This is an optimization exercise on Yosys and OpenROAD, whose aim is small area and few clock cycles, not a production implementation.
At most, simulation tests tie the RTL to the original design; equivalence was not proved.
For runs 2 and 3, only the layout was checked, not whether the RTL still works.
Power figures rest on the tool's default switching activity, not on a simulated workload.

[flow/run.sh]
#!/bin/bash
# Layout flow: the standard ORFS flow (standard.sh), with two changes:
# the ports are buffered with buf_2 instead of the slower clkdlybuf4s50_1,
# and clock tree synthesis adds no dummy loads.
set -euo pipefail
export BUFFER_PORTS_ARGS="-buffer_cell sky130_fd_sc_hd__buf_2"
export CTS_ARGS="-sink_clustering_enable -repair_clock_nets -dont_use_dummy_load"
bash standard.sh finish > make_finish.log 2>&1
[standard.sh]
#!/bin/bash
# synth_recipe.tcl (not shown) runs the flow's synth.tcl, then flattens the netlist and writes it again
# the make line also repeats each setting of config.mk as NAME=value (left out here)
make -C /OpenROAD-flow-scripts/flow DESIGN_CONFIG=/design/flow/config.mk WORK_HOME=/design/flow/orfs CLKGATE_MAP_FILE= SYNTH_SCRIPT=/design/flow/synth_recipe.tcl "${@:-finish}"
[config.mk]
export PLATFORM = sky130hd
export DESIGN_NAME = riscv
export DESIGN_NICKNAME = riscv
export VERILOG_FILES = /design/flow/design.v
export SDC_FILE = /design/flow/constraint.sdc
export NUM_CORES = 4
export LEC_CHECK = 0
export CAP_MARGIN = 20
export CORE_MARGIN = 2
export CORE_UTILIZATION = 40
export SLEW_MARGIN = 20
export SYNTH_HIERARCHICAL = 1
export SYNTH_MINIMUM_KEEP_SIZE = 0
[constraint.sdc]
create_clock -name core_clock -period 10.0 [get_ports {clk}]
set_input_delay 2.0000 -clock core_clock [delete_from_list [all_inputs] [get_ports {clk}]]
set_output_delay 2.0000 -clock core_clock [all_outputs]
set_load 0.01 [all_outputs]
[design.v]
module alu(input  logic [31:0] a, b,
           input  logic [2:0]  f3,
           input  logic        sub,      
           input  logic        arith,    
           input  logic        addonly,  
           output logic [31:0] sum,      
           output logic        eq, lt, ltu,
           output logic [31:0] y);
    logic [31:0] bx, p, g, c, shin, shr, shl;
    logic        cout, fill;
    assign bx = b ^ {32{sub}};
    assign p  = a ^ bx;
    assign g  = a & bx;
    always_comb begin
        logic [31:0] gg, pp;
        gg = g;
        pp = p;
        gg[0] = g[0] | (p[0] & sub);
        for (int l = 0; l < 5; l++)
            for (int j = 0; j < 32; j++)
                if (j & (1 << l)) begin
                    gg[j] = gg[j] | (pp[j] & gg[((j >> l) << l) - 1]);
                    pp[j] = pp[j] & pp[((j >> l) << l) - 1];
                end
        c    = {gg[30:0], sub};
        cout = gg[31];
    end
    assign sum = p ^ c;
    assign eq  = (sum == 32'd0);
    assign ltu = ~cout;
    assign lt  = (a[31] ^ b[31]) ? a[31] : sum[31];
    always_comb
        for (int i = 0; i < 32; i++) shin[i] = f3[2] ? a[i] : a[31-i];
    assign fill = arith & a[31];
    assign shr  = 32'($signed({fill, shin}) >>> b[4:0]);
    always_comb
        for (int i = 0; i < 32; i++) shl[i] = shr[31-i];
    logic s_add, s_sll, s_slt, s_sltu, s_xor, s_srl, s_or, s_and;
    assign s_add  = addonly | (f3 == 3'b000);
    assign s_sll  = ~addonly & (f3 == 3'b001);
    assign s_slt  = ~addonly & (f3 == 3'b010);
    assign s_sltu = ~addonly & (f3 == 3'b011);
    assign s_xor  = ~addonly & (f3 == 3'b100);
    assign s_srl  = ~addonly & (f3 == 3'b101);
    assign s_or   = ~addonly & (f3 == 3'b110);
    assign s_and  = ~addonly & (f3 == 3'b111);
    assign y = ({32{s_add}} & sum) | ({32{s_sll}} & shl) | ({32{s_srl}} & shr)
             | ({32{s_xor}} & p) | ({32{s_or}} & (p | g)) | ({32{s_and}} & g)
             | {31'd0, (s_slt & lt) | (s_sltu & ltu)};
endmodule
module add32_bk(input  logic [31:0] a, b,
                output logic [31:0] s);
    logic [31:0] p, g, c;
    assign p = a ^ b;
    assign g = a & b;
    always_comb begin
        logic [31:0] gg, pp;
        gg = g;
        pp = p;
        for (int i = 1; i <= 5; i++)
            for (int j = (1 << i) - 1; j < 32; j += (1 << i)) begin
                gg[j] = gg[j] | (pp[j] & gg[j - (1 << (i - 1))]);
                pp[j] = pp[j] & pp[j - (1 << (i - 1))];
            end
        for (int i = 5; i > 0; i--)
            for (int j = (1 << i) + (1 << (i - 1)) - 1; j < 32; j += (1 << i)) begin
                gg[j] = gg[j] | (pp[j] & gg[j - (1 << (i - 1))]);
                pp[j] = pp[j] & pp[j - (1 << (i - 1))];
            end
        c = {gg[30:0], 1'b0};
    end
    assign s = p ^ c;
endmodule
module aoi222(input  logic a0, b0, a1, b1, a2, b2,
              output logic y);
    assign y = ~((a0 & b0) | (a1 & b1) | (a2 & b2));
endmodule
module rf_read_bit(input  logic [30:0] d,
                   input  logic [30:0] sel,
                   output logic        y);
    logic [10:0] n;
    for (genvar k = 0; k < 10; k++) begin : g_aoi
        aoi222 u (.a0(d[3*k]),   .b0(sel[3*k]),
                  .a1(d[3*k+1]), .b1(sel[3*k+1]),
                  .a2(d[3*k+2]), .b2(sel[3*k+2]), .y(n[k]));
    end
    assign n[10] = ~(d[30] & sel[30]);
    assign y = ~&n;
endmodule
module register_file(input  logic        clk,
                     input  logic        we,
                     input  logic [4:0]  ra1, ra2, wa,
                     input  logic [31:0] wd,
                     output logic [31:0] rd1, rd2);
    logic [31:0] rf [1:31];
    always_ff @(posedge clk)
        if (we && wa != 5'd0) rf[wa] <= wd;
    logic [30:0] sel1, sel2;
    always_comb
        for (int i = 1; i < 32; i++) begin
            sel1[i-1] = (ra1 == 5'(i));
            sel2[i-1] = (ra2 == 5'(i));
        end
    for (genvar b = 0; b < 32; b++) begin : g_bit
        logic [30:0] col;
        for (genvar i = 1; i < 32; i++) begin : g_col
            assign col[i-1] = rf[i][b];
        end
        rf_read_bit p1 (.d(col), .sel(sel1), .y(rd1[b]));
        rf_read_bit p2 (.d(col), .sel(sel2), .y(rd2[b]));
    end
endmodule
module riscv (  input   logic                       clk, reset,
                input   logic [31:0]          mem_i_rd,
                input   logic [31:0]       mem_d_rd,
                output  logic                       mem_d_we,
                output  logic [3:0]      mem_d_wmask,
                output  logic [31:0]       mem_d_a,
                output  logic [31:0]       mem_d_wd,
                output  logic [31:0]     mem_i_ra);
    logic [31:2] pc;
    logic [31:0] ins;
    assign mem_i_ra = {pc, 2'b00};
    assign ins = mem_i_rd;
    logic [4:0] opc;
    logic [2:0] f3;
    logic is_lui, is_auipc, is_jal, is_jalr, is_br, is_load, is_store, is_opimm, is_op;
    assign opc = ins[6:2];
    assign f3  = ins[14:12];
    assign is_lui   = (opc == 5'b01101);
    assign is_auipc = (opc == 5'b00101);
    assign is_jal   = (opc == 5'b11011);
    assign is_jalr  = (opc == 5'b11001);
    assign is_br    = (opc == 5'b11000);
    assign is_load  = (opc == 5'b00000);
    assign is_store = (opc == 5'b01000);
    assign is_opimm = (opc == 5'b00100);
    assign is_op    = (opc == 5'b01100);
    logic [31:0] imm_i, imm_s, imm_b, imm_u, imm_j;
    assign imm_i = {{20{ins[31]}}, ins[31:20]};
    assign imm_s = {{20{ins[31]}}, ins[31:25], ins[11:7]};
    assign imm_b = {{19{ins[31]}}, ins[31], ins[7], ins[30:25], ins[11:8], 1'b0};
    assign imm_u = {ins[31:12], 12'd0};
    assign imm_j = {{11{ins[31]}}, ins[31], ins[19:12], ins[20], ins[30:21], 1'b0};
    logic        rf_we;
    logic [31:0] rs1v, rs2v, wdata;
    assign rf_we = is_lui | is_auipc | is_jal | is_jalr | is_load | is_opimm | is_op;
    register_file rf (.clk(clk), .we(rf_we),
                      .ra1(ins[19:15]), .ra2(ins[24:20]), .wa(ins[11:7]),
                      .wd(wdata), .rd1(rs1v), .rd2(rs2v));
    logic [31:0] alu_b, sum, alu_y;
    logic        sub, eq, lt, ltu;
    assign alu_b = (is_op | is_br) ? rs2v : (is_store ? imm_s : imm_i);
    assign sub   = is_br | ((is_op | is_opimm) & (f3[2:1] == 2'b01))
                 | (is_op & ins[30] & (f3 == 3'b000));
    alu alu (.a(rs1v), .b(alu_b), .f3(f3), .sub(sub),
             .arith(ins[30]), .addonly(~(is_op | is_opimm)),
             .sum(sum), .eq(eq), .lt(lt), .ltu(ltu), .y(alu_y));
    logic cond, taken;
    always_comb
        case (f3[2:1])
            2'b00:   cond = eq;
            2'b10:   cond = lt;
            default: cond = ltu;
        endcase
    assign taken = is_jal | is_jalr | (is_br & (cond ^ f3[0]));
    logic [31:0] tgt, pc_imm;
    assign pc_imm = is_br ? imm_b : (is_jal ? imm_j : imm_u);
    add32_bk tgt_add (.a(is_lui ? 32'd0 : {pc, 2'b00}), .b(pc_imm), .s(tgt));
    logic [31:2] pc4;
    assign pc4 = pc + 30'd1;
    assign mem_d_a  = sum;
    assign mem_d_we = is_store;
    always_comb begin
        case (f3[1:0])
            2'b00:   mem_d_wmask = 4'b0001 << sum[1:0];
            2'b01:   mem_d_wmask = sum[1] ? 4'b1100 : 4'b0011;
            default: mem_d_wmask = 4'b1111;
        endcase
        case (f3[1:0])
            2'b00:   mem_d_wd = {4{rs2v[7:0]}};
            2'b01:   mem_d_wd = {2{rs2v[15:0]}};
            default: mem_d_wd = rs2v;
        endcase
    end
    logic [15:0] rd16;
    logic [7:0]  rd8;
    logic [31:0] ld;
    assign rd16 = sum[1] ? mem_d_rd[31:16] : mem_d_rd[15:0];
    assign rd8  = sum[0] ? rd16[15:8] : rd16[7:0];
    always_comb
        case (f3[1:0])
            2'b00:   ld = {{24{rd8[7] & ~f3[2]}}, rd8};
            2'b01:   ld = {{16{rd16[15] & ~f3[2]}}, rd16};
            default: ld = mem_d_rd;
        endcase
    always_comb
        if (is_load)                wdata = ld;
        else if (is_jal | is_jalr)  wdata = {pc4, 2'b00};
        else if (is_lui | is_auipc) wdata = tgt;
        else                        wdata = alu_y;
    always_ff @(posedge clk or posedge reset)
        if (reset)
            pc <= 30'h80;    
        else if (taken)
            pc <= is_jalr ? sum[31:2] : tgt[31:2];
        else
            pc <= pc4;
endmodule
==> impl_metrics.env, run 1 <==
export IMPL_grt_most_used_layer="met2"
export IMPL_grt_overflow_total=0
export IMPL_dp_hpwl_microns=153000
export IMPL_clock_tree_from_tritoncts="done"
export IMPL_synth_avg_cell_area_sq_um=14.0
export IMPL_syn_inst=3628
export IMPL_timing_critical_path_slowest_stage_cell="a2111o_1"
export IMPL_io_buffer_count=162
export IMPL_use_met2_pct=48.7
export IMPL_synth_warnings=10
export IMPL_place_worst_setup_slack_ps=-5.95
export IMPL_groute_layer_met3_usage_pct=8.72
export IMPL_setup_worst_path_start="mem_i_rd[21]"
export IMPL_r2r_end="pc[6]"
export IMPL_worstRegToRegCells=29
export IMPL_synth_yosys_seq_area_share_pct=60.3
export IMPL_detail_route_wirelength_microns=217000
export IMPL_timing_final_setup_violations=0
export IMPL_fp_dieArea_sq_um=129000
export IMPL_areaGrowthSynthToFinish_pct=19.4
export IMPL_cts_clk_slew_worst_paths_ps=60
export IMPL_post_synth_main_area_contributors="edfxtp_1 (59%), a222oi_1 (13%), mux2i_1 (2.4%), ha_1 (2.3%), nand2_1 (1.8%)"
export IMPL_most_common_library_cell_in_the_layout_ignoring_fill_and_taps="edfxtp_1"
export IMPL_max_clock_freq_mhz=102
export IMPL_worstReg2RegStart="rf.rf[28][2]"
export IMPL_fp_dieW_microns=360
export IMPL_slowest_delay_ps=610
export IMPL_timing_max_slew_rel_slack_pct=24.5
export IMPL_drt_iter0_markers=9673
export IMPL_crit_path_cell_trace="buf_2 > nand2b_1 > buf_4 > nor2_4 > buf_4 > a222oi_1 > nand4_1 > a2111o_1 > nand2_1 > nand2_1 > xor2_1 > inv_1 > ha_1 > a21o_1 > a21oi_1 > o21ai_0 > a21oi_1 > a311oi_4 > xnor2_1 > buf_2"
export IMPL_largest_net_degree_at_the_start_of_global_routing=69
export IMPL_outcome="timing/DRC/antenna clean"
export IMPL_cts_sink_count=1022
export IMPL_layout_setup_ws_ps=209
export IMPL_cp_start_kind="primary input"
export IMPL_skew_ps=112
export IMPL_r2r_slack_ps=2420
export IMPL_num_nets_final=4390
export IMPL_grt_pass1_vias=39600
export IMPL_ioPinCount=167
export IMPL_ys_dominant_reg_cell="edfxtp_1"
export IMPL_floorplan_initialDensity_pct=40.3
export IMPL_final_hold_viol_count=0
export IMPL_postRouteAntennaNets=0
export IMPL_ys_ff_latch=1022
export IMPL_min_from="pc[2]"
export IMPL_layout_min_cycle_time_ps=9790
export IMPL_p_leak_uw=0.0212
export IMPL_crit_path_end_kind="output port"
export IMPL_grt_usage_pct=32.3
export IMPL_netlist_area_sq_um=50600
export IMPL_post_route_cells_drive_above_1_share_pct=22.6
export IMPL_clkLatencyLatePin_ps=730
export IMPL_gp_routability_congestion=1.00
export IMPL_utilization_pct=48.1
export IMPL_layout_cells_most_common_list="edfxtp_1 (992), a222oi_1 (641), buf_4 (392)"
export IMPL_cts_max_level=3
export IMPL_grt_antenna_before_repair=15
export IMPL_synth_edf_count=992
export IMPL_worst_hold_path_num_cells=1
export IMPL_min_delay_worst_endpoint="pc[2]"
export IMPL_yosys_cell_types_count=101
export IMPL_ctsRootBufferMaster="clkbuf_16"
export IMPL_avgRoutedWirePerCell_microns=36.9
export IMPL_cts_hold_repair_buffers=0
export IMPL_vdd_ir_drop_max_mv=0.168
export IMPL_std_cell_rows=130
export IMPL_floorplan_core_area_sq_um=126000
export IMPL_worstHoldPathType="reg2reg"
export IMPL_synth_area_leader_cell="edfxtp_1"
export IMPL_clock_path_buffers=3
export IMPL_route_detailed_drc=0
export IMPL_timing_final_max_slew_violations=0
export IMPL_crit_type="in2out"
export IMPL_cts_inserted_buffers=103
export IMPL_chipHeight_microns=360
export IMPL_rsz_0062_raised_after_global_routing="no"
export IMPL_avgViaCountPerCell=7.17
export IMPL_tightestPinTransition_ps=1130
export IMPL_detail_route_first_pass_iterations=15
export IMPL_min_period_over_period_pct=97.9
export IMPL_grtUsageMet1_pct=42.5
export IMPL_grt_pass1_wl_microns=300000
export IMPL_crit_path_max_fanout=18
export IMPL_timing_max_cap_violations=0
export IMPL_critical_path_arrival_ps=7790
export IMPL_vias=42000
export IMPL_critical_path_required_ps=8000
export IMPL_synthDominantCellAreaShare_pct=58.8
export IMPL_cts_resized=0
export IMPL_share_of_async_settable_or_async_resettable_flops_after_synthesis_pct=2.94
export IMPL_power_per_cell_area_nw_per_um2=213
through the flow:
stage | area [sq um] | cells | TNS (ps) | total power (uW) | hold slack [ps]
after floorplan | 50600 | 3632 | 0 | 7510 | 561
after global placement | 57700 | 5744 | 0 | 9450 | 667
after detailed placement | 57700 | 5744 | -5.95 | 9500 | 686
after CTS | 60300 | 5847 | 0 | 12700 | 700
after global routing | 60400 | 5857 | 0 | 13200 | 705
final | 60400 | 5860 | 0 | 12800 | 709
registers in the layout, indices dropped and copies added, names as in the netlist:
register / cells
rf.rf: 992
pc: 30
Yosys stat by module, one instance, submodules excluded:
| module | times used | cells | cell area, sq um |
|---|---|---|---|
| register_file | 1 | 1130 | 30400 |
| alu | 1 | 822 | 5890 |
| riscv | 1 | 631 | 4810 |
| add32_bk | 1 | 149 | 1320 |
| rf_read_bit | 64 | 4 | 27.5 |
| aoi222 | 640 | 1 | 10.0 |
per-layer routing:
metal	share of wire (%)	vias up	routed length [microns]
met4	6.5	14	14100
met3	14	532	30300
li1	-	17100	-
met5	0.047	-	101
met2	43	3324	93400
met1	36	21000	78600
synth_stat cells (33+ instances only):
master    count
mux4_2       36
nand2_1     248
edfxtp_1    992
clkbuf_1     68
and2_1       33
a21o_1       37
ha_1         94
xor2_1       61
xnor2_1      43
a222oi_1    641
a21oi_1      95
nor2_1      225
o21ai_0      72
mux2_2       37
nand4_1     145
mux2i_1     122
inv_1       125
a2111o_1     64
cell families (layout without fill, tap and decap cells):
family | Yosys count | after routing | synth area share [%]
buffers and inverters | 248 | 823 | 1.98
AO/OA/AOI/OAI | 1128 | 1128 | 20.0
AND/OR/NAND/NOR | 813 | 813 | 7.86
flip-flops | 1022 | 1022 | 60.3
XOR/XNOR | 104 | 104 | 1.80
other | 1 | 8 | 0.00741
multiplexers | 196 | 196 | 4.86
adder cells (fa/ha/maj) | 116 | 116 | 3.17
how the worst max path moves through the flow:
stage                        to  cells past startpoint
detailed placement       pc[28]                     32
global placement          pc[9]                     31
CTS                 mem_d_a[31]                     20
floorplan                 pc[3]                     32
finish              mem_d_a[31]                     20
global route        mem_d_a[31]                     20
timing repair:
action / CTS / global route
hold endpoints to repair: 0 / 0
setup endpoints to repair: 0 / 2
buffers inserted: 0 / 7
critical path: cells and delay by family:
family	cells	cell delay, ps
compound gates	7	2270
xor+xnor	2	1090
fa+ha+maj	1	410
buf+inv	5	1010
simple gates	5	950
layout make-up:
| cell class | count | area [sq um] |
|---|---|---|
| timing repair buffer | 594 | 4580 |
| clock buffer | 103 | 2580 |
| multi-input combinational | 2362 | 20200 |
| tap | 1650 | 2060 |
| antenna | 3 | 7.51 |
| fill | 11100 | 65100 |
| sequential | 1022 | 30500 |
| inverter | 126 | 473 |
report_power, final:
part / internal [uW] / switching [uW] / total, uW / leakage [uW]
Sequential: 5400 / 132 / 5530 / 0.00927
Combinational: 1240 / 2790 / 4040 / 0.0107
Clock: 1790 / 1480 / 3270 / 0.00127
Testbench counts, summed over its fixed seeds: cycles 20,768.
==> inputs of run 2 (changes only) <==
--- a/design.v
+++ b/design.v
@@ -119,8 +119,8 @@
                 output  logic [31:0]       mem_d_wd,
                 output  logic [31:0]     mem_i_ra);
-    logic [31:2] pc;
-    logic [31:0] ins;
-    assign mem_i_ra = {pc, 2'b00};
-    assign ins = mem_i_rd;
+    logic [31:2] pc, npc;
+    logic [31:0] ir, ins;
+    assign mem_i_ra = {npc, 2'b00};
+    assign ins = ir;
     logic [4:0] opc;
     logic [2:0] f3;
@@ -200,10 +200,12 @@
         else if (is_lui | is_auipc) wdata = tgt;
         else                        wdata = alu_y;
+    assign npc = taken ? (is_jalr ? sum[31:2] : tgt[31:2]) : pc4;
     always_ff @(posedge clk or posedge reset)
-        if (reset)
-            pc <= 30'h80;    
-        else if (taken)
-            pc <= is_jalr ? sum[31:2] : tgt[31:2];
-        else
-            pc <= pc4;
-endmodule
+        if (reset) begin
+            pc <= 30'h7f;            
+            ir <= 32'h00000013;      
+        end else begin
+            pc <= npc;
+            ir <= mem_i_rd;
+        end
+endmodule
==> flow/run.sh (replaced) <==
#!/bin/bash
# Layout flow: the standard ORFS flow (standard.sh), with these changes:
# the ports are buffered with buf_2 instead of the slower clkdlybuf4s50_1,
# and clock tree synthesis uses larger sink clusters and adds no dummy loads.
set -euo pipefail
export BUFFER_PORTS_ARGS="-buffer_cell sky130_fd_sc_hd__buf_2"
export CTS_ARGS="-sink_clustering_enable -repair_clock_nets -dont_use_dummy_load -sink_clustering_size 30 -sink_clustering_max_diameter 100"
bash standard.sh finish > make_finish.log 2>&1
--- a/config.mk
+++ b/config.mk
@@ -6,8 +6,8 @@
 export NUM_CORES = 4
 export LEC_CHECK = 0
-export CAP_MARGIN = 20
+export CAP_MARGIN = 10
 export CORE_MARGIN = 2
-export CORE_UTILIZATION = 40
-export SLEW_MARGIN = 20
+export CORE_UTILIZATION = 50
+export SLEW_MARGIN = 10
 export SYNTH_HIERARCHICAL = 1
 export SYNTH_MINIMUM_KEEP_SIZE = 0
==> run 2 against run 1 <==
Now fails the layout checks on negative setup slack. First-iteration DRC count decreased by 1.2%. Critical path depth up 16. Register-to-register slack worse by 780 ps. Sequential power rose by 2%. Synthesized cell count is the same. Clock-buffer cell count fell by 58. Worst setup slack worse by 1100 ps. Non-clock buffer count is 298 higher. Clock power shrank 35%.
==> impl_metrics.env, run 2 <==
export IMPL_outcome="finished with violations"
export IMPL_check_faults="negative setup slack"
export IMPL_ioPinCount=167
export IMPL_reg_top3="rf.rf: 992 flops, ir: 30 flops, pc: 30 flops"
export IMPL_layout_setup_ws_ps=-860
export IMPL_rsz_0062_raised_after_global_routing="yes"
export IMPL_tightestPinTransition_ps=1170
export IMPL_post_dp_cell_area_sq_um=59900
export IMPL_timing_max_slew_rel_slack_pct=21.6
export IMPL_areaGrowthSynthToFinish_pct=21.9
export IMPL_grt_pass1_vias=41600
export IMPL_max_flop_register="rf.rf"
export IMPL_gp_routability_congestion=1.05
export IMPL_slowest_delay_ps=570
export IMPL_avgRoutedWirePerCell_microns=38.3
export IMPL_synthDominantCellAreaShare_pct=57.9
export IMPL_share_of_async_settable_or_async_resettable_flops_after_synthesis_pct=5.70
export IMPL_critical_path_required_ps=8000
export IMPL_power_clock_fraction_pct=17.2
export IMPL_final_hold_viol_count=0
export IMPL_fp_dieW_microns=325
export IMPL_dp_hpwl_microns=162000
export IMPL_cts_max_level=2
export IMPL_grt_pass1_wl_microns=309000
export IMPL_power_switching_share_pct=36.0
export IMPL_p_int_uw=7840
export IMPL_finalInstanceArea_sq_um=62700
export IMPL_place_worst_setup_slack_ps=-942
export IMPL_synth_edf_count=992
export IMPL_power_per_cell_area_nw_per_um2=195
export IMPL_p_total_uw=12200
export IMPL_cp_start_kind="flip-flop"
export IMPL_fp_dieArea_sq_um=105000
export IMPL_clock_tree_from_tritoncts="done"
export IMPL_critical_path_arrival_ps=8860
export IMPL_route_detailed_drc=0
export IMPL_syn_inst=3628
export IMPL_crit_type="reg2out"
export IMPL_synth_yosys_seq_area_share_pct=60.9
export IMPL_largest_register_ff_count=992
export IMPL_drt_iter0_markers=9555
export IMPL_io_buffer_count=162
export IMPL_floorplan_core_area_sq_um=102000
export IMPL_std_cell_rows=117
export IMPL_post_synth_main_area_contributors="edfxtp_1 (58%), a222oi_1 (12%), mux2i_1 (2.8%), dfrtp_1 (2.5%), ha_1 (2.3%)"
export IMPL_cts_clk_slew_worst_paths_ps=120
export IMPL_netlist_area_sq_um=51400
export IMPL_skew_ps=154
export IMPL_synth_avg_cell_area_sq_um=14.2
export IMPL_post_synth_top_count_cell="edfxtp_1"
export IMPL_vias=43100
export IMPL_synth_warnings=10
export IMPL_worstHoldPathType="reg2reg"
export IMPL_post_route_cells_drive_above_1_share_pct=29.1
export IMPL_largest_net_degree_at_the_start_of_global_routing=62
export IMPL_min_period_over_period_pct=109
export IMPL_yosys_cell_types_count=98
export IMPL_ys_dominant_reg_cell="edfxtp_1"
export IMPL_logic_pwr_share_pct=36.7
export IMPL_timing_critical_path_slowest_stage_cell="a2111o_2"
export IMPL_detail_route_wirelength_microns=223000
export IMPL_synthTopCellsByCount="edfxtp_1 (992), a222oi_1 (641), nand2_1 (245)"
export IMPL_timing_final_max_slew_violations=0
export IMPL_vdd_ir_drop_max_mv=0.189
export IMPL_cts_inserted_buffers=45
export IMPL_most_common_library_cell_in_the_layout_ignoring_fill_and_taps="edfxtp_1"
export IMPL_grt_usage_pct=40.9
export IMPL_synth_area_leader_cell="edfxtp_1"
export IMPL_timing_max_cap_violations=0
export IMPL_ctsRootBufferMaster="clkbuf_16"
export IMPL_p_leak_uw=0.0227
export IMPL_timing_final_setup_violations=30
export IMPL_grt_overflow_total=0
export IMPL_max_clock_freq_mhz=92.1
export IMPL_grt_antenna_before_repair=9
export IMPL_postRouteAntennaNets=0
export IMPL_p_switching_uw=4400
export IMPL_num_nets_final=4633
export IMPL_chipHeight_microns=325
export IMPL_ys_ff_latch=1052
export IMPL_avgViaCountPerCell=7.40
export IMPL_clkLatencyLatePin_ps=730
export IMPL_cts_sink_count=1052
export IMPL_layout_cells_most_common_list="edfxtp_1 (992), a222oi_1 (641), buf_4 (640)"
export IMPL_layout_min_cycle_time_ps=10860
export IMPL_seq_power_share_pct=46.0
export IMPL_cts_hold_repair_buffers=0
export IMPL_detail_route_first_pass_iterations=13
export IMPL_crit_path_max_fanout=8
export IMPL_crit_path_end_kind="output port"
export IMPL_clock_path_buffers=3
export IMPL_floorplan_initialDensity_pct=50.5
## run 2: cell types whose count changed in the layout (fill, tap and decap cells not counted), moves of 14 or more
| cell | delta |
|---|---|
| nand2_2 | +14 |
| buf_2 | -17 |
| dfrtp_1 | +14 |
| buf_6 | +48 |
| buf_12 | +19 |
| nor2_1 | -36 |
| clkbuf_16 | -58 |
| buf_4 | +248 |
| ha_1 | -15 |
| nand2_1 | -19 |
## run 2: area by class of cell
cell class                 instances  area (sq um)
fill                            7851         39200
sequential                      1052         31300
multi-input combinational       2326         20700
timing repair buffer             892          7260
tap                             1368          1710
clock buffer                      45          1130
inverter                         135           507
antenna                            6          15.0
## run 2: cells by family (layout without fill, tap and decap cells)
family | after synthesis | in the layout | share of synthesized area (%)
AOI/OAI and AO/OA | 1106 | 1106 | 19.4
xor gates and xnor gates | 103 | 103 | 1.75
adders and majority gates | 116 | 116 | 3.12
buffers and inverters | 254 | 1072 | 1.98
DFF | 1052 | 1052 | 60.9
muxes | 227 | 227 | 5.43
other | 1 | 11 | 0.00729
and+or+nand+nor | 769 | 769 | 7.47
## run 2: path summary, 6_finish.rpt
path,start,endpoint,slack [ps],cells past startpoint
max,ir[24],mem_i_ra[19],-860,36
min,pc[28],pc[28],800,2
max reg2reg,ir[24],pc[29],1640,36
min reg2reg,pc[28],pc[28],800,2
max in group asynchronous,reset,ir[13],7660,3
min in group asynchronous,reset,ir[24],1590,3
## run 2: per-module statistics from Yosys, one instance, submodules excluded
module	cells	copies in the design	area (sq um)
register_file	1130	1	30400
alu	792	1	5900
riscv	661	1	5600
add32_bk	149	1	1320
rf_read_bit	4	64	27.5
aoi222	1	640	10.0
## run 2: what timing repair did
action | CTS | global route
setup buffers | 65 | 27
endpoints found under the setup margin | 30 | 30
gates resized for setup | 123 | 54
cloned | 2 | 0
pin swaps | 69 | 41
## run 2: metal layers
layer	up-vias	global-route usage [%]	wire length [microns]
met4	2	28.0	18900
li1	17600	-	-
met1	21400	49.5	75700
met5	-	0	12
met2	3453	64.4	100000
met3	687	10.6	27700
## run 2: worst max-delay path: cells and delay by family (launching register included)
kind	cells	cell delay (ps)
AND/OR/NAND/NOR	13	2850
AO/OA/AOI/OAI	7	1940
multiplexers	2	280
adder cells (fa/ha/maj)	2	820
XOR/XNOR	2	290
buffers and inverters	10	1460
flip-flops	1	510
## run 2: power by group through the flow
stage,logic [uW],registers [uW],clock network [uW]
floorplan,1930,5710,0
global placement,4050,5720,0
detailed placement,4120,5720,0
CTS,4320,5630,2120
global route,4660,5640,2250
finish,4500,5640,2110
## run 2: metrics by stage
step | utilization (%) | cells | hold WS (ps) | TNS, ps
after CTS | 61.1 | 5795 | 800 | -27500
final | 61.5 | 5824 | 801 | -24330
after global routing | 61.5 | 5818 | 827 | -28740
after global placement | 58.8 | 5686 | 690 | -22810
after detailed placement | 58.8 | 5686 | 704 | -26270
after floorplan | - | 3632 | 673 | 0
==> inputs of run 3 (changes only) <==
--- a/design.v
+++ b/design.v
@@ -3,5 +3,6 @@
            input  logic        sub,      
            input  logic        arith,    
-           input  logic        addonly,  
+           input  logic        alu_en,   
+           input  logic [31:0] ext,      
            output logic [31:0] sum,      
            output logic        eq, lt, ltu,
@@ -27,5 +28,5 @@
     end
     assign sum = p ^ c;
-    assign eq  = (sum == 32'd0);
+    assign eq  = &p;         
     assign ltu = ~cout;
     assign lt  = (a[31] ^ b[31]) ? a[31] : sum[31];
@@ -37,15 +38,15 @@
         for (int i = 0; i < 32; i++) shl[i] = shr[31-i];
     logic s_add, s_sll, s_slt, s_sltu, s_xor, s_srl, s_or, s_and;
-    assign s_add  = addonly | (f3 == 3'b000);
-    assign s_sll  = ~addonly & (f3 == 3'b001);
-    assign s_slt  = ~addonly & (f3 == 3'b010);
-    assign s_sltu = ~addonly & (f3 == 3'b011);
-    assign s_xor  = ~addonly & (f3 == 3'b100);
-    assign s_srl  = ~addonly & (f3 == 3'b101);
-    assign s_or   = ~addonly & (f3 == 3'b110);
-    assign s_and  = ~addonly & (f3 == 3'b111);
+    assign s_add  = alu_en & (f3 == 3'b000);
+    assign s_sll  = alu_en & (f3 == 3'b001);
+    assign s_slt  = alu_en & (f3 == 3'b010);
+    assign s_sltu = alu_en & (f3 == 3'b011);
+    assign s_xor  = alu_en & (f3 == 3'b100);
+    assign s_srl  = alu_en & (f3 == 3'b101);
+    assign s_or   = alu_en & (f3 == 3'b110);
+    assign s_and  = alu_en & (f3 == 3'b111);
     assign y = ({32{s_add}} & sum) | ({32{s_sll}} & shl) | ({32{s_srl}} & shr)
              | ({32{s_xor}} & p) | ({32{s_or}} & (p | g)) | ({32{s_and}} & g)
-             | {31'd0, (s_slt & lt) | (s_sltu & ltu)};
+             | {31'd0, (s_slt & lt) | (s_sltu & ltu)} | ext;
 endmodule
 module add32_bk(input  logic [31:0] a, b,
@@ -119,5 +120,6 @@
                 output  logic [31:0]       mem_d_wd,
                 output  logic [31:0]     mem_i_ra);
-    logic [31:2] pc, npc;
+    logic [31:2] pc, npc, pc4;
+    assign pc4 = pc + 30'd1;
     logic [31:0] ir, ins;
     assign mem_i_ra = {npc, 2'b00};
@@ -149,11 +151,14 @@
                       .ra1(ins[19:15]), .ra2(ins[24:20]), .wa(ins[11:7]),
                       .wd(wdata), .rd1(rs1v), .rd2(rs2v));
-    logic [31:0] alu_b, sum, alu_y;
+    logic [31:0] alu_b, sum, alu_y, ld, tgt;
     logic        sub, eq, lt, ltu;
     assign alu_b = (is_op | is_br) ? rs2v : (is_store ? imm_s : imm_i);
     assign sub   = is_br | ((is_op | is_opimm) & (f3[2:1] == 2'b01))
                  | (is_op & ins[30] & (f3 == 3'b000));
+    logic [31:0] ext;
+    assign ext = ({32{is_load}} & ld) | ({32{is_jal | is_jalr}} & {pc4, 2'b00})
+               | ({32{is_lui | is_auipc}} & tgt);
     alu alu (.a(rs1v), .b(alu_b), .f3(f3), .sub(sub),
-             .arith(ins[30]), .addonly(~(is_op | is_opimm)),
+             .arith(ins[30]), .alu_en(is_op | is_opimm), .ext(ext),
              .sum(sum), .eq(eq), .lt(lt), .ltu(ltu), .y(alu_y));
     logic cond, taken;
@@ -165,9 +170,7 @@
         endcase
     assign taken = is_jal | is_jalr | (is_br & (cond ^ f3[0]));
-    logic [31:0] tgt, pc_imm;
+    logic [31:0] pc_imm;
     assign pc_imm = is_br ? imm_b : (is_jal ? imm_j : imm_u);
     add32_bk tgt_add (.a(is_lui ? 32'd0 : {pc, 2'b00}), .b(pc_imm), .s(tgt));
-    logic [31:2] pc4;
-    assign pc4 = pc + 30'd1;
     assign mem_d_a  = sum;
     assign mem_d_we = is_store;
@@ -186,5 +189,4 @@
     logic [15:0] rd16;
     logic [7:0]  rd8;
-    logic [31:0] ld;
     assign rd16 = sum[1] ? mem_d_rd[31:16] : mem_d_rd[15:0];
     assign rd8  = sum[0] ? rd16[15:8] : rd16[7:0];
@@ -195,9 +197,5 @@
             default: ld = mem_d_rd;
         endcase
-    always_comb
-        if (is_load)                wdata = ld;
-        else if (is_jal | is_jalr)  wdata = {pc4, 2'b00};
-        else if (is_lui | is_auipc) wdata = tgt;
-        else                        wdata = alu_y;
+    assign wdata = alu_y;
     assign npc = taken ? (is_jalr ? sum[31:2] : tgt[31:2]) : pc4;
     always_ff @(posedge clk or posedge reset)
--- a/flow/run.sh
+++ b/flow/run.sh
@@ -5,4 +5,4 @@
 set -euo pipefail
 export BUFFER_PORTS_ARGS="-buffer_cell sky130_fd_sc_hd__buf_2"
-export CTS_ARGS="-sink_clustering_enable -repair_clock_nets -dont_use_dummy_load -sink_clustering_size 30 -sink_clustering_max_diameter 100"
+export CTS_ARGS="-sink_clustering_enable -repair_clock_nets -dont_use_dummy_load -sink_clustering_size 20 -sink_clustering_max_diameter 80"
 bash standard.sh finish > make_finish.log 2>&1
--- a/config.mk
+++ b/config.mk
@@ -6,8 +6,9 @@
 export NUM_CORES = 4
 export LEC_CHECK = 0
-export CAP_MARGIN = 10
+export CAP_MARGIN = 20
 export CORE_MARGIN = 2
-export CORE_UTILIZATION = 50
-export SLEW_MARGIN = 10
+export CORE_UTILIZATION = 45
+export GPL_TIMING_DRIVEN = 0
+export SLEW_MARGIN = 20
 export SYNTH_HIERARCHICAL = 1
 export SYNTH_MINIMUM_KEEP_SIZE = 0
==> run 3 against run 2 <==
Still fails the layout checks on negative setup slack. Die area increased by 10%. Hold slack got worse by 140 ps. Design area decreased by 1.8%. Sequential power decreased by 8.5%. Clock skew decreased by 30 ps. Clock-buffer cell count increased by 24. Wire length increased by 7.2%. Core utilization decreased by 6.8 points. Largest cell class unchanged.
==> impl_metrics.env, run 3 <==
export IMPL_outcome="finished with violations"
export IMPL_check_faults="negative setup slack"
export IMPL_timing_final_max_slew_violations=0
export IMPL_chipHeight_microns=341
export IMPL_largest_register_ff_count=992
export IMPL_synthTopCellsByCount="edfxtp_1 (992), a222oi_1 (641), nor2_1 (177)"
export IMPL_synth_avg_cell_area_sq_um=14.5
export IMPL_grt_antenna_before_repair=11
export IMPL_floorplan_core_area_sq_um=112000
export IMPL_cts_clk_slew_worst_paths_ps=70
export IMPL_avgViaCountPerCell=7.76
export IMPL_max_flop_register="rf.rf"
export IMPL_grt_pass1_wl_microns=324000
export IMPL_r2r_slack_ps=2140
export IMPL_reg_top3="rf.rf: 992 flops, ir: 30 flops, pc: 30 flops"
export IMPL_grt_pass1_vias=40600
export IMPL_vdd_ir_drop_max_mv=0.119
export IMPL_clkLatencyLatePin_ps=710
export IMPL_yosys_cell_types_count=89
export IMPL_ctsRootBufferMaster="clkbuf_16"
export IMPL_gp_routability_congestion=1.04
export IMPL_ys_dominant_reg_cell="edfxtp_1"
export IMPL_layout_setup_ws_ps=-77.6
export IMPL_netlist_area_sq_um=51000
export IMPL_critical_path_required_ps=8000
export IMPL_crit_type="reg2out"
export IMPL_r2r_end="rf.rf[31][0]"
export IMPL_detailroute_wirelength_met3_microns=35700
export IMPL_grt_overflow_total=0
export IMPL_layout_min_cycle_time_ps=10080
export IMPL_cp_start_kind="flip-flop"
export IMPL_dp_hpwl_microns=170000
export IMPL_most_common_library_cell_in_the_layout_ignoring_fill_and_taps="edfxtp_1"
export IMPL_ys_ff_latch=1052
export IMPL_std_cell_rows=123
export IMPL_detail_route_wirelength_microns=239000
export IMPL_final_hold_viol_count=0
export IMPL_worstHoldPathType="reg2reg"
export IMPL_worstReg2RegStart="ir[20]"
export IMPL_top_sig_layer="met5"
export IMPL_floorplan_initialDensity_pct=45.4
export IMPL_max_clock_freq_mhz=99.2
export IMPL_post_synth_top_count_cell="edfxtp_1"
export IMPL_post_dp_cell_area_sq_um=58500
export IMPL_clock_tree_from_tritoncts="done"
export IMPL_largest_net_degree_at_the_start_of_global_routing=38
export IMPL_crit_path_max_fanout=19
export IMPL_grt_usage_pct=39.9
export IMPL_post_route_cells_drive_above_1_share_pct=21.2
export IMPL_p_total_uw=10900
export IMPL_timing_max_cap_violations=0
export IMPL_timing_max_slew_rel_slack_pct=10.7
export IMPL_route_detailed_drc=0
export IMPL_fp_dieArea_sq_um=116000
export IMPL_postRouteAntennaNets=0
export IMPL_post_synth_main_area_contributors="edfxtp_1 (58%), a222oi_1 (13%), dfrtp_1 (2.6%), mux2i_1 (2.3%), ha_1 (2.3%)"
export IMPL_tightestPinTransition_ps=1330
export IMPL_detail_route_first_pass_iterations=12
export IMPL_io_buffer_count=162
export IMPL_power_per_cell_area_nw_per_um2=176
export IMPL_syn_inst=3528
export IMPL_worstRegToRegCells=25
export IMPL_synth_area_leader_cell="edfxtp_1"
export IMPL_vias=42800
export IMPL_synth_yosys_seq_area_share_pct=61.3
export IMPL_setup_worst_path_start="ir[20]"
export IMPL_cts_sink_count=1052
export IMPL_fp_dieW_microns=341
export IMPL_dp_cells=5361
export IMPL_share_of_async_settable_or_async_resettable_flops_after_synthesis_pct=5.70
export IMPL_num_nets_final=4190
export IMPL_critical_path_arrival_ps=8080
export IMPL_route_met2_wl_microns=102000
export IMPL_areaGrowthSynthToFinish_pct=20.6
export IMPL_ioPinCount=167
export IMPL_setup_crit_end="mem_i_ra[3]"
export IMPL_synth_warnings=10
export IMPL_synthDominantCellAreaShare_pct=58.4
export IMPL_layout_cells_most_common_list="edfxtp_1 (992), a222oi_1 (641), buf_2 (174)"
export IMPL_final_cell_count_no_fill=5515
export IMPL_skew_ps=123
export IMPL_avgRoutedWirePerCell_microns=43.3
export IMPL_synth_edf_count=992
export IMPL_drt_iter0_markers=10800
export IMPL_p_leak_uw=0.0214
export IMPL_cts_max_level=3
export IMPL_timing_final_setup_violations=14
export IMPL_finalInstanceArea_sq_um=61500
export IMPL_min_period_over_period_pct=101
export IMPL_clock_path_buffers=3
export IMPL_crit_path_end_kind="output port"
export IMPL_cts_inserted_buffers=69
export IMPL_met1_length_microns=79200
-- run 3: cell count changes after synthesis, sizes merged, moves of 9 or more --
cell    delta
a21oi     +39
a21o      +13
xnor2     +12
a221oi     -9
nand2     -74
a22oi     -17
nor2      -14
o21ai     +13
a211oi    -16
nor2b     -18
buf       -10
mux2i     -25
o221ai    +16
-- run 3: metal layers --
layer | GRT usage [%] | vias to the layer above
met5 | 0.531 | -
li1 | - | 16600
met4 | 28.7 | 14
met2 | 59.7 | 4103
met1 | 48.9 | 21200
met3 | 12.8 | 926
-- run 3: cells by family after synthesis --
kind of cell             after synthesis  share of synthesized area (%)
AND/OR/NAND/NOR                      652                           6.47
other                                  1                        0.00735
flip-flops                          1052                           61.3
AO/OA/AOI/OAI                       1144                           19.8
multiplexers                         210                           5.24
buffers and inverters                240                           2.01
adder cells (fa/ha/maj)              116                           3.15
XOR/XNOR                             113                           1.94
-- run 3: area by class of cell --
cell class	instances	area (sq um)
Sequential cell	1052	31300
Inverter	129	487
Timing Repair Buffer	418	5390
Buffer	99	609
Clock buffer	69	1730
Antenna cell	8	20.0
Fill cell	9079	51000
Multi-Input combinational cell	2240	20100
Tap cell	1500	1880
-- run 3: how the worst min path moves through the flow --
stage / from / endpoint / slack, ps / cells after the start
2_1_floorplan: pc[31] / pc[31] / 660 / 2
3_5_place_dp: pc[31] / pc[31] / 640 / 2
5_1_grt: pc[2] / pc[2] / 700 / 1
6_report: pc[2] / pc[2] / 660 / 1
3_3_place_gp: pc[31] / pc[31] / 650 / 2
4_1_cts: pc[31] / pc[31] / 650 / 2
-- run 3: critical path, stage by stage (launching register included) --
cell and delay [ps]:
dfrtp_4 570, or3b_4 310, nor2_4 100, buf_4 170, buf_16 160, a222oi_1 440, nand4_1 720, a2111o_1 700
a21o_1 250, xor2_4 240, inv_1 70, ha_2 420, and2_1 210, nand4_1 220, nor2_1 260, a21o_1 230
o41ai_4 90, buf_4 170, xnor2_2 210, maj3_1 400, mux2i_1 150, o21ai_1 110, xnor2_1 170, a21oi_2 140
buf_6 150, buf_12 160, mux2_2 380, buf_2 160
-- run 3: per-stage QoR --
stage	util (%)	setup slack [ps]	TNS (ps)	hold WS [ps]
after detailed placement	52.0	-3110	-179770	644
after CTS	54.4	15.0	0	654
after global placement	47.8	-5760	-3745060	649
final	54.7	-77.6	-443	660
after floorplan	-	550	0	660
after global routing	54.7	-32.1	-120	697
-- run 3: Yosys stat by module (local to each module, per instance) --
module	area, sq um	cells inside
aoi222	10.0	1
register_file	30400	1130
alu	5870	771
add32_bk	1320	149
rf_read_bit	27.5	4
riscv	5220	582
-- run 3: what timing repair did --
item                       CTS  global route
hold buffers                 0             0
pin swaps                   44            36
gates resized for setup    108            39
setup endpoints to repair  378            30
setup buffers               62            26
gates cloned                 0             0
-- run 3: report_power, final --
part / switching (uW) / internal [uW]
registers: 130 / 5030
clock network: 1460 / 1230
logic: 1990 / 1020
total: 3580 / 7270
==> inputs of run 4 (changes only) <==
--- a/design.v
+++ b/design.v
@@ -8,14 +8,13 @@
            output logic        eq, lt, ltu,
            output logic [31:0] y);
-    logic [31:0] bx, p, g, c, shin, shr, shl;
+    logic [31:0] ax, p, g, c, shin, shr, shl;
     logic        cout, fill;
-    assign bx = b ^ {32{sub}};
-    assign p  = a ^ bx;
-    assign g  = a & bx;
+    assign ax = a ^ {32{sub}};
+    assign p  = ax ^ b;
+    assign g  = ax & b;
     always_comb begin
         logic [31:0] gg, pp;
         gg = g;
         pp = p;
-        gg[0] = g[0] | (p[0] & sub);
         for (int l = 0; l < 5; l++)
             for (int j = 0; j < 32; j++)
@@ -24,11 +23,11 @@
                     pp[j] = pp[j] & pp[((j >> l) << l) - 1];
                 end
-        c    = {gg[30:0], sub};
+        c    = {gg[30:0], 1'b0};
         cout = gg[31];
     end
-    assign sum = p ^ c;
-    assign eq  = &p;         
-    assign ltu = ~cout;
-    assign lt  = (a[31] ^ b[31]) ? a[31] : sum[31];
+    assign sum = p ^ c;                      
+    assign eq  = &p;                         
+    assign ltu = cout;                       
+    assign lt  = (a[31] ^ b[31]) ? a[31] : ~sum[31];
     always_comb
         for (int i = 0; i < 32; i++) shin[i] = f3[2] ? a[i] : a[31-i];
@@ -46,5 +45,5 @@
     assign s_or   = alu_en & (f3 == 3'b110);
     assign s_and  = alu_en & (f3 == 3'b111);
-    assign y = ({32{s_add}} & sum) | ({32{s_sll}} & shl) | ({32{s_srl}} & shr)
+    assign y = ({32{s_add}} & (sum ^ {32{sub}})) | ({32{s_sll}} & shl) | ({32{s_srl}} & shr)
              | ({32{s_xor}} & p) | ({32{s_or}} & (p | g)) | ({32{s_and}} & g)
              | {31'd0, (s_slt & lt) | (s_sltu & ltu)} | ext;
@@ -120,9 +119,9 @@
                 output  logic [31:0]       mem_d_wd,
                 output  logic [31:0]     mem_i_ra);
-    logic [31:2] pc, npc, pc4;
+    logic [31:2] pc, pc4;
     assign pc4 = pc + 30'd1;
-    logic [31:0] ir, ins;
-    assign mem_i_ra = {npc, 2'b00};
-    assign ins = ir;
+    logic [31:0] ins;
+    assign mem_i_ra = {pc, 2'b00};
+    assign ins = mem_i_rd;
     logic [4:0] opc;
     logic [2:0] f3;
@@ -198,12 +197,10 @@
         endcase
     assign wdata = alu_y;
-    assign npc = taken ? (is_jalr ? sum[31:2] : tgt[31:2]) : pc4;
     always_ff @(posedge clk or posedge reset)
-        if (reset) begin
-            pc <= 30'h7f;            
-            ir <= 32'h00000013;      
-        end else begin
-            pc <= npc;
-            ir <= mem_i_rd;
-        end
-endmodule
+        if (reset)
+            pc <= 30'h80;    
+        else if (taken)
+            pc <= is_jalr ? sum[31:2] : tgt[31:2];
+        else
+            pc <= pc4;
+endmodule
--- a/config.mk
+++ b/config.mk
@@ -8,6 +8,5 @@
 export CAP_MARGIN = 20
 export CORE_MARGIN = 2
-export CORE_UTILIZATION = 45
-export GPL_TIMING_DRIVEN = 0
+export CORE_UTILIZATION = 40
 export SLEW_MARGIN = 20
 export SYNTH_HIERARCHICAL = 1
==> run 4 against run 3 <==
The run now finishes clean. Maximum frequency up 2.5%. Register-to-register slack better by 1400 ps. Critical path depth down 10. Via count down 2.2%. Non-clock buffer count down 53. Synthesized area down 0.14%. Global-route usage down 7.9 points. Highest routed layer unchanged. Final cell count up 2.7%. Wire length down 9.1%. Design area down 5.5%. Sequential share of layout area up 1.6 points. Critical endpoint is now mem_d_a[22]. Sequential power down 2%.
==> impl_metrics.env, run 4 <==
export IMPL_io_buffer_count=162
export IMPL_power_per_cell_area_nw_per_um2=181
export IMPL_power_switching_share_pct=33.3
export IMPL_most_common_library_cell_in_the_layout_ignoring_fill_and_taps="edfxtp_1"
export IMPL_critical_path_required_ps=8000
export IMPL_gp_routability_congestion=1.02
export IMPL_cts_sink_count=1022
export IMPL_ys_ff_latch=1022
export IMPL_grt_usage_pct=32.1
export IMPL_max_flop_register="rf.rf"
export IMPL_critical_path_arrival_ps=7830
export IMPL_synth_yosys_seq_area_share_pct=59.9
export IMPL_synth_warnings=10
export IMPL_timing_final_setup_violations=0
export IMPL_layout_setup_ws_ps=170
export IMPL_p_leak_uw=0.0203
export IMPL_grt_pass1_wl_microns=298000
export IMPL_floorplan_initialDensity_pct=40.4
export IMPL_grt_antenna_before_repair=11
export IMPL_areaGrowthSynthToFinish_pct=14.1
export IMPL_ioPinCount=167
export IMPL_synth_area_leader_cell="edfxtp_1"
export IMPL_crit_path_max_fanout=22
export IMPL_avgViaCountPerCell=7.39
export IMPL_post_synth_top_count_cell="edfxtp_1"
export IMPL_syn_inst=3616
export IMPL_share_of_async_settable_or_async_resettable_flops_after_synthesis_pct=2.94
export IMPL_std_cell_rows=130
export IMPL_yosys_cell_types_count=95
export IMPL_synthDominantCellAreaShare_pct=58.5
export IMPL_largest_register_ff_count=992
export IMPL_rsz_0062_raised_after_global_routing="no"
export IMPL_power_clock_fraction_pct=22.8
export IMPL_fin_worst_hold_slack_ps=673
export IMPL_vias=41900
export IMPL_postRouteAntennaNets=0
export IMPL_cts_clk_slew_worst_paths_ps=60
export IMPL_avgRoutedWirePerCell_microns=38.3
export IMPL_clock_tree_from_tritoncts="done"
export IMPL_outcome="timing/DRC/antenna clean"
export IMPL_cts_max_level=2
export IMPL_skew_ps=138
export IMPL_p_int_uw=7010
export IMPL_largest_net_degree_at_the_start_of_global_routing=51
export IMPL_layout_min_cycle_time_ps=9830
export IMPL_route_detailed_drc=0
export IMPL_post_synth_main_area_contributors="edfxtp_1 (58%), a222oi_1 (13%), ha_1 (2.3%), mux2i_1 (2.1%), nand4_1 (1.8%)"
export IMPL_grt_overflow_total=0
export IMPL_tightestPinTransition_ps=1150
export IMPL_chipHeight_microns=361
export IMPL_worstHoldPathType="reg2reg"
export IMPL_post_route_cells_drive_above_1_share_pct=18.7
export IMPL_final_hold_viol_count=0
export IMPL_min_period_over_period_pct=98.3
export IMPL_post_dp_cell_area_sq_um=56600
export IMPL_ys_dominant_reg_cell="edfxtp_1"
export IMPL_p_switching_uw=3500
export IMPL_clkLatencyLatePin_ps=760
export IMPL_cp_start_kind="primary input"
export IMPL_seq_power_share_pct=48.2
export IMPL_clock_path_buffers=3
export IMPL_max_clock_freq_mhz=102
export IMPL_netlist_area_sq_um=50900
export IMPL_drt_iter0_markers=9947
export IMPL_synth_avg_cell_area_sq_um=14.1
export IMPL_finalInstanceArea_sq_um=58100
export IMPL_synthTopCellsByCount="edfxtp_1 (992), a222oi_1 (644), nand2_1 (205)"
export IMPL_ctsRootBufferMaster="clkbuf_16"
export IMPL_utilization_pct=46.1
export IMPL_timing_max_slew_rel_slack_pct=23.1
export IMPL_reg_top3="rf.rf: 992 flops, pc: 30 flops"
export IMPL_place_worst_setup_slack_ps=489
export IMPL_num_nets_final=4196
export IMPL_dp_hpwl_microns=150000
export IMPL_detail_route_wirelength_microns=217000
export IMPL_timing_final_max_slew_violations=0
export IMPL_fin_tns_setup_ps=0
export IMPL_synth_edf_count=992
export IMPL_grt_pass1_vias=38500
export IMPL_layout_cells_most_common_list="edfxtp_1 (992), a222oi_1 (644), buf_4 (278)"
export IMPL_cts_inserted_buffers=60
export IMPL_timing_max_cap_violations=0
export IMPL_crit_type="in2out"
export IMPL_floorplan_core_area_sq_um=126000
export IMPL_crit_path_end_kind="output port"
export IMPL_fp_dieArea_sq_um=130000
export IMPL_detail_route_first_pass_iterations=12
export IMPL_logic_pwr_share_pct=29.1
export IMPL_vdd_ir_drop_max_mv=0.127
export IMPL_fp_dieW_microns=361
run 4: worst paths after layout:
path	start	end	slack, ps	depth (start not counted)
hold reg to reg	pc[2]	pc[2]	670	1
min in group asynchronous	reset	pc[13]	1460	3
setup reg to reg	rf.rf[10][0]	rf.rf[17][8]	3560	14
max in group asynchronous	reset	pc[9]	8180	3
hold / removal	pc[2]	pc[2]	670	1
setup / recovery	mem_i_rd[18]	mem_d_a[22]	170	17
run 4: cell families (layout without fill, tap and decap cells):
family	count (synthesis)	in the layout	share of synthesized area [%]
AO/OA/AOI/OAI	1170	1170	20.4
XOR/XNOR	119	119	2.15
adder cells (fa/ha/maj)	115	115	3.13
buffers and inverters	242	635	1.90
flip-flops	1022	1022	59.9
multiplexers	195	195	5.01
other	1	7	0.00736
AND/OR/NAND/NOR	752	752	7.43
run 4: through the flow:
| step | total power (uW) | std cells |
|---|---|---|
| 2_1_floorplan | 6720 | 3620 |
| 5_1_grt | 10800 | 5663 |
| 3_3_place_gp | 8060 | 5602 |
| 6_report | 10500 | 5665 |
| 3_5_place_dp | 8090 | 5603 |
| 4_1_cts | 10400 | 5663 |
run 4: what timing repair did:
| action | CTS | global route |
|---|---|---|
| setup endpoints to repair | 0 | 1 |
| gates resized for setup | 0 | 1 |
| buffers inserted | 0 | 0 |
| hold buffers | 0 | 0 |
run 4: power by group through the flow:
stage                     clock (uW)  combinational [uW]  sequential (uW)
after floorplan                    0                1600             5120
after global routing            2540                3180             5070
after detailed placement           0                2940             5150
final                           2390                3050             5060
after global placement             0                2910             5160
after CTS                       2400                2950             5050
run 4: layout make-up:
type	instances	area, sq um
inverters	111	417
fillers	11200	67900
well taps	1650	2060
repair buffers	464	3380
diodes	2	5.00
multi-input cells	2356	20200
flip-flops and latches	1022	30500
clock buffers	60	1500
run 4: critical path, cell delays in order:
cell,delay (ps)
buf_2,300
or3b_2,610
nor2_4,760
a222oi_1,310
nand4_1,310
a2111o_1,640
xor2_1,190
ha_1,260
fa_1,410
nand3_1,130
a21oi_1,100
o21ai_0,420
a21oi_1,170
o41ai_1,430
buf_4,200
xnor2_1,300
buf_2,250
run 4: modules after synthesis, one instance, submodules excluded:
| module | area (sq um) | times used |
|---|---|---|
| add32_bk | 1320 | 1 |
| aoi222 | 10.0 | 640 |
| register_file | 30400 | 1 |
| alu | 6660 | 1 |
| riscv | 4360 | 1 |
| rf_read_bit | 27.5 | 64 |
run 4: per-layer routing:
metal | vias up | track usage [%] | share of wire [%]
met5 | - | 0 | 0.031
met3 | 504 | 7.15 | 14
met2 | 3662 | 48.2 | 43
li1 | 16900 | - | -
met1 | 20800 | 42.4 | 36
met4 | 10 | 19.5 | 7.3
Testbench counts of run 4, summed over its fixed seeds: cycles 20,768.
==> inputs of run 5 (changes only) <==
==> flow/run.sh (replaced) <==
#!/bin/bash
# Layout flow: the standard ORFS flow (standard.sh), with two changes:
# the ports are buffered with buf_2 instead of the slower clkdlybuf4s50_1,
# and clock tree synthesis adds no dummy loads.
set -euo pipefail
export BUFFER_PORTS_ARGS="-buffer_cell sky130_fd_sc_hd__buf_2"
export CTS_ARGS="-sink_clustering_enable -repair_clock_nets -dont_use_dummy_load"
bash standard.sh finish > make_finish.log 2>&1
==> run 5 against run 4 <==
Still clean on timing, DRC and antenna. Clock skew is 49 ps lower. Maximum frequency hardly changed. Register-to-register slack better by 80 ps. Synthesized area stayed put. Design area is 1.9% higher. Combinational power hardly changed. Largest cell class unchanged.
==> impl_metrics.env, run 5 <==
export IMPL_clock_path_buffers=3
export IMPL_avgViaCountPerCell=7.37
export IMPL_grt_overflow_total=0
export IMPL_worstHoldPathType="reg2reg"
export IMPL_cts_inserted_buffers=104
export IMPL_largest_register_ff_count=992
export IMPL_route_detailed_drc=0
export IMPL_std_cell_rows=130
export IMPL_timing_critical_path_slowest_stage_cell="nor2_4"
export IMPL_ioPinCount=167
export IMPL_crit_type="in2out"
export IMPL_avgRoutedWirePerCell_microns=38.3
export IMPL_grt_antenna_before_repair=9
export IMPL_max_flop_register="rf.rf"
export IMPL_netlist_area_sq_um=50900
export IMPL_fp_dieW_microns=361
export IMPL_grt_pass1_vias=38900
export IMPL_crit_path_end_kind="output port"
export IMPL_synthDominantCellAreaShare_pct=58.5
export IMPL_critPathBufInv=3
export IMPL_syn_inst=3616
export IMPL_post_cts_setup_buffer_count=0
export IMPL_synthTopCellsByCount="edfxtp_1 (992), a222oi_1 (644), nand2_1 (205)"
export IMPL_detail_route_first_pass_iterations=14
export IMPL_crit_path_cell_trace="buf_2 > or3b_2 > nor2_4 > a222oi_1 > nand4_1 > a2111o_1 > xor2_1 > ha_1 > fa_1 > nand3_1 > a21oi_1 > o21ai_0 > a21oi_1 > o41ai_1 > buf_4 > xnor2_1 > buf_2"
export IMPL_skew_ps=89.5
export IMPL_largest_net_degree_at_the_start_of_global_routing=51
export IMPL_max_clock_freq_mhz=102
export IMPL_timing_final_max_slew_violations=0
export IMPL_timing_max_slew_rel_slack_pct=32.5
export IMPL_gp_routability_congestion=1.02
export IMPL_reg_top3="rf.rf: 992 flops, pc: 30 flops"
export IMPL_critical_path_arrival_ps=7830
export IMPL_chipHeight_microns=361
export IMPL_grt_pass1_wl_microns=300000
export IMPL_vdd_ir_drop_max_mv=0.127
export IMPL_floorplan_core_area_sq_um=126000
export IMPL_share_of_async_settable_or_async_resettable_flops_after_synthesis_pct=2.94
export IMPL_cp_start_kind="primary input"
export IMPL_timing_final_setup_violations=0
export IMPL_rsz_0062_raised_after_global_routing="no"
export IMPL_synth_edf_count=992
export IMPL_yosys_cell_types_count=95
export IMPL_synth_warnings=10
export IMPL_most_common_library_cell_in_the_layout_ignoring_fill_and_taps="edfxtp_1"
export IMPL_num_nets_final=4241
export IMPL_cpLargestDelayFamily="compound AO/OA/AOI/OAI gates"
export IMPL_crit_path_max_fanout=22
export IMPL_drt_iter0_markers=10300
export IMPL_power_per_cell_area_nw_per_um2=193
export IMPL_fp_dieArea_sq_um=130000
export IMPL_layout_min_cycle_time_ps=9830
export IMPL_cts_sink_count=1022
export IMPL_postRouteAntennaNets=0
export IMPL_post_synth_top_count_cell="edfxtp_1"
export IMPL_fin_worst_hold_slack_ps=674
export IMPL_dp_hpwl_microns=150000
export IMPL_floorplan_initialDensity_pct=40.4
export IMPL_cts_clk_slew_worst_paths_ps=60
export IMPL_outcome="timing/DRC/antenna clean"
export IMPL_ys_dominant_reg_cell="edfxtp_1"
export IMPL_post_route_cells_drive_above_1_share_pct=19.6
export IMPL_post_synth_main_area_contributors="edfxtp_1 (58%), a222oi_1 (13%), ha_1 (2.3%), mux2i_1 (2.1%), nand4_1 (1.8%)"
export IMPL_cts_max_level=3
export IMPL_synth_yosys_seq_area_share_pct=59.9
export IMPL_min_period_over_period_pct=98.3
export IMPL_clkLatencyLatePin_ps=720
export IMPL_tightestPinTransition_ps=1010
export IMPL_synth_avg_cell_area_sq_um=14.1
export IMPL_critical_path_required_ps=8000
export IMPL_ys_ff_latch=1022
export IMPL_clock_tree_from_tritoncts="done"
export IMPL_io_buffer_count=162
export IMPL_fin_tns_setup_ps=0
export IMPL_final_hold_viol_count=0
export IMPL_p_leak_uw=0.0208
export IMPL_areaGrowthSynthToFinish_pct=16.3
export IMPL_vias=42100
export IMPL_layout_cells_most_common_list="edfxtp_1 (992), a222oi_1 (644), buf_4 (278)"
export IMPL_detail_route_wirelength_microns=219000
export IMPL_grt_usage_pct=32.3
export IMPL_slowest_delay_ps=760
export IMPL_synth_area_leader_cell="edfxtp_1"
export IMPL_ctsRootBufferMaster="clkbuf_16"
export IMPL_timing_max_cap_violations=0
## run 5: changes by cell type in the layout (fill, tap and decap cells not counted), sizes merged
cell | previous run | this run
buf | 464 | 465
clkbuf | 60 | 104
diode | 2 | 3
## run 5: power breakdown
part,internal [uW],switching (uW),total (uW)
Clock,1810,1490,3300
Sequential,4910,163,5070
Combinational,1050,2000,3050
Total,7770,3660,11400
## run 5: metal layers
layer,track usage [%],part of all wire [%],vias up
met4,19.6,7.1,6
met5,0,0.018,-
li1,-,-,16900
met3,7.31,14,517
met1,42.4,36,21000
met2,49.0,43,3576
## run 5: final timing paths
kind / start / to / slack [ps] / depth (start not counted)
setup / recovery: mem_i_rd[18] / mem_d_a[22] / 170 / 17
hold / removal: pc[2] / pc[2] / 670 / 1
setup reg to reg: rf.rf[10][0] / rf.rf[19][23] / 3640 / 16
hold reg to reg: pc[2] / pc[2] / 670 / 1
max in group asynchronous: reset / pc[9] / 8200 / 3
min in group asynchronous: reset / pc[24] / 1420 / 3
## run 5: cell families (layout without fill, tap and decap cells)
family	after synthesis	count (layout)	share of synthesized area, %
AOI/OAI and AO/OA	1170	1170	20.4
xor gates and xnor gates	119	119	2.15
adders and majority gates	115	115	3.13
buffers and inverters	242	680	1.90
DFF	1022	1022	59.9
muxes	195	195	5.01
other	1	8	0.00736
and+or+nand+nor	752	752	7.43
## run 5: layout make-up
class                      instances  area, sq um
multi-input combinational       2356        20200
clock buffer                     104         2600
sequential                      1022        30500
timing repair buffer             465         3390
tap                             1650         2060
inverter                         111          417
antenna                            3         7.51
fill                           11100        66800
## run 5: timing repair
item                       4_1_cts  5_1_grt
gates resized for setup          0        1
setup endpoints to repair        0        1
hold buffers                     0        0
## run 5: worst register-to-register path: cells and delay by family (launching register included)
kind,cells,cell delay (ps)
multiplexers,1,150
XOR/XNOR,1,310
buffers and inverters,3,830
AO/OA/AOI/OAI,8,3340
AND/OR/NAND/NOR,1,330
adder cells (fa/ha/maj),2,890
flip-flops,1,380
## run 5: metrics by stage
step                      power, uW  instances  setup WS (ps)  instance area (sq um)  utilization (%)
after floorplan                6720       3620            865                  51000                -
after global placement         8060       5602            482                  56600             44.9
after detailed placement       8090       5603            489                  56600             44.9
after CTS                     11300       5707            446                  59200             47.0
after global routing          11700       5708           29.6                  59200             47.0
final                         11400       5711            166                  59200             47.0
## run 5: Yosys stat by module (local to each module, per instance)
module         flops+latches  times used
add32_bk                   0           1
alu                        0           1
aoi222                     0         640
register_file            992           1
rf_read_bit                0          64
riscv                     30           1

afterwards: timing with drivers on the ports:
The results above use ideal ports. As a check the final layouts listed here were re-extracted and re-timed, cells and wires unchanged. Step 1, drivers: a clkbuf_16 drives clk and a buf_2 each remaining input, both assumed. Step 2 adds t to the input delays and takes it off the output delays; t is the mean of the earliest and latest rising clock arrival at the registers after step 1. Input paths then give back, and output paths get back, about the clock's delay inside the block. Three values: ideal, step 1, step 2; two values: the first two.
| run | t, ns | setup WS [ns] | worst setup path after step 2 | latest minus earliest clock arrival (ns) |
|---|---|---|---|---|
| run 1 | 0.744 | 0.209 / 0.178 / -0.298 | input to register | 0.112 / 0.112 |
| run 2 | 0.721 | -0.860 / -0.932 / -0.211 | register to output | 0.154 / 0.154 |
| run 3 | 0.723 | -0.078 / -0.154 / 0.568 | register to output | 0.123 / 0.123 |
| run 4 | 0.765 | 0.170 / 0.136 / 0.136 | input to output | 0.138 / 0.139 |
| run 5 | 0.754 | 0.166 / 0.132 / 0.132 | input to output | 0.089 / 0.089 |
Met with ideal ports but missed after step 2: setup timing in run 1. For run 1, which loses most, drivers alone change the setup slack by -0.031 ns; drivers and shift together by -0.507 ns.
